What follows belongs to an exercise in optimizing a design on an open flow for small area; a production flow would make more cautious choices. The RTL was checked by simulation tests, not by an equivalence proof against the original design. Power and IR drop assume default switching activity.

==> exp/amber <==
Design top_seq_mult, start of the top module:
module top_seq_mult(clk, rst, A, B, seg, an);
  input clk;
  wire clk;
  input rst;
  wire rst;
  input [3:0] A;
  wire [3:0] A;
  input [3:0] B;
  wire [3:0] B;
  output [6:0] seg;
  wire [6:0] seg;
  output [3:0] an;
  wire [3:0] an;
  wire [7:0] _000_;
  wire [3:0] _001_;
  wire _002_;
  wire _003_;
  wire _004_;
  wire _005_;
  wire _006_;
  wire _007_;
  wire _008_;
  wire _009_;
  wire _010_;
  wire _011_;
  wire _012_;
  wire _013_;
  wire _014_;
  wire _015_;
  wire _016_;
  wire _017_;
  wire _018_;
  wire _019_;
  wire _020_;
  wire _021_;
  wire _022_;
  wire _023_;
  wire _024_;
  wire _025_;
  wire _026_;
  wire _027_;
  wire _028_;
  wire _029_;
  wire _030_;
  wire _031_;
  wire _032_;
  wire _033_;
  wire _034_;
  wire _035_;
  wire _036_;
  wire _037_;
  wire _038_;
  wire _039_;
  wire _040_;
  wire _041_;
  wire _042_;
  wire _043_;
  wire _044_;
  wire _045_;
  wire _046_;
  wire _047_;
  wire _048_;
  wire _049_;
  wire _050_;
  wire _051_;
  wire _052_;
  wire _053_;
  wire _054_;
  wire _055_;
  wire _056_;
  wire _057_;
  wire _058_;
  wire _059_;
  wire _060_;
  wire _061_;
  wire _062_;
  wire _063_;
  wire _064_;
  wire _065_;
  wire _066_;
  wire _067_;
  wire _068_;
  wire _069_;
  wire _070_;
  wire _071_;
  wire _072_;
  wire _073_;
  wire _074_;
  wire _075_;
  wire _076_;
  wire _077_;
  wire _078_;
  wire _079_;
  wire _080_;
  wire _081_;
  wire _082_;
  wire _083_;
  wire _084_;
  wire _085_;
  wire _086_;
  wire _087_;
  wire _088_;
  wire _089_;
  wire _090_;
  wire _091_;
  wire _092_;
  wire _093_;
  wire _094_;
  wire _095_;
  wire _096_;
  wire _097_;
  wire _098_;
  wire _099_;
  wire _100_;
  wire _101_;
  wire _102_;
  wire _103_;
  wire _104_;
  wire _105_;
  wire _106_;
  wire _107_;
  wire _108_;
  wire _109_;
  wire _110_;
  wire _111_;
  wire _112_;
  wire _113_;
  wire _114_;
  wire _115_;
  wire _116_;
  wire _117_;
  wire _118_;
  wire _119_;
  wire _120_;
  wire _121_;
  ...
clock: 5.0 ns
lec_check: 0
cap_margin: 20
core_margin: 2
core_utilization: 40
slew_margin: 20
standard.sh (not shown) runs the stock make flow with config.mk's settings and CLKGATE_MAP_FILE= SYNTH_SCRIPT=/design/flow/synth_recipe.tcl, a recipe that flattens the netlist after the stock synthesis.
==> flow/flow/run.sh <==
#!/bin/bash
# The standard layout (standard.sh) with these changes:
#  - synthesis: the standard flow's own script, but no adder cells (plain gates for
#    ABC) and ABC's &nf area mapper in place of ORFS's abc script;
#  - the smallest buffer (buf_1) on each port;
#  - a clock tree of clkbuf_8 without dummy loads.
# Each tool's output goes to standard.log (and ORFS's own logs under orfs/).
set -euo pipefail
export FLOW_FLOW_DIR=$PWD/flow
{ head -n 1 synth_recipe.tcl; cat flow/abc_override.tcl; tail -n +2 synth_recipe.tcl; } > my_synth.tcl
bash standard.sh SYNTH_SCRIPT=$PWD/my_synth.tcl ADDER_MAP_FILE= ABC_AREA=1 \
  BUFFER_PORTS_ARGS="-buffer_cell sky130_fd_sc_hd__buf_1" \
  CTS_ARGS="-sink_clustering_enable -repair_clock_nets -dont_use_dummy_load -buf_list {sky130_fd_sc_hd__clkbuf_8} -root_buf sky130_fd_sc_hd__clkbuf_8" \
  finish > standard.log 2>&1
==> flow/flow/abc_nf.script <==
&get -n
&st
&dch -f
&nf -R 1000
&put
==> flow/flow/abc_override.tcl <==
# Map with ABC's &nf area mapper instead of ORFS's area script: only the
# -script argument of ORFS's abc call changes.
proc abc {args} {
  set i [lsearch -exact $args -script]
  if { $i >= 0 } { lset args [expr { $i + 1 }] $::env(FLOW_FLOW_DIR)/abc_nf.script }
  yosys abc {*}$args
}
==> exp/onyx (differences from exp/amber) <==
--- a/flow/flow/run.sh
+++ b/flow/flow/run.sh
@@ -12,3 +12,3 @@
   BUFFER_PORTS_ARGS="-buffer_cell sky130_fd_sc_hd__buf_1" \
   CTS_ARGS="-sink_clustering_enable -repair_clock_nets -dont_use_dummy_load -buf_list {sky130_fd_sc_hd__clkbuf_8} -root_buf sky130_fd_sc_hd__clkbuf_8" \
-  finish > standard.log 2>&1
+  ${EXTRA_MAKE_ARGS:-} finish > standard.log 2>&1
==> comparison table <==
Outcome: exp/onyx complete, no violations; exp/amber complete, no violations
Area share of the largest cell type after synthesis: exp/onyx 0.413; exp/amber 0.413
Register bit count reported by yosys: exp/onyx 28; exp/amber 28
Cell type contributing the most total cell area after synthesis: exp/onyx sky130_fd_sc_hd__dfxtp_1; exp/amber sky130_fd_sc_hd__dfxtp_1
Final Slew Violations: exp/onyx 0; exp/amber 0
Skew final: exp/onyx 6.80 ps; exp/amber 6.80 ps
Maximum number of pins on one net before global-route repair: exp/onyx 17; exp/amber 17
Worst reg2reg path endpoint: exp/onyx k[1]$_SDFF_PP1_; exp/amber k[1]$_SDFF_PP1_
Clock Network Area Fraction: exp/onyx 0.0270; exp/amber 0.0270
Share of cell area taken by multi-input logic gates: exp/onyx 0.503; exp/amber 0.503
Synthesized area per cell: exp/onyx 7.98 um^2; exp/amber 7.98 um^2
Multi-input gates: exp/onyx 135; exp/amber 135
Top-level I/O count: exp/onyx 21; exp/amber 21
Aggregate global routing overflow: exp/onyx 0; exp/amber 0
Worst VDD drop: exp/onyx 0.206 mV; exp/amber 0.206 mV
Setup crit end: exp/onyx seg[2]; exp/amber seg[2]
CTS H-tree depth: exp/onyx 1; exp/amber 1
Final number of hold-violating endpoints: exp/onyx 0; exp/amber 0
Crit end category: exp/onyx output port; exp/amber output port
Post-route total power: exp/onyx 640 uW; exp/amber 640 uW

-- separate check: timing with driven ports --
How much do the figures lean on ideal ports? The routed layouts below were timed once more, with nothing changed but the port constraints. Step 1: set_driving_cell puts a clkbuf_16 on clk and a buf_2 on each other input, an assumption about the parent block. Step 2 moves the port delays by t, midway between the first and last clock arrival at a register: inputs arrive t later, outputs are due t later. That takes back most of the time a late clock gives input paths. Slacks: ideal / step 1 / step 2; pairs: ideal / step 1.
run | t, ns | setup slack, ns | clock arrival spread, ns
exp/amber | 0.292 | 2.032 / 2.008 / 2.300 | 0.006 / 0.007
exp/onyx | 0.292 | 2.032 / 2.008 / 2.300 | 0.006 / 0.007
After both steps every run listed still meets setup and hold.
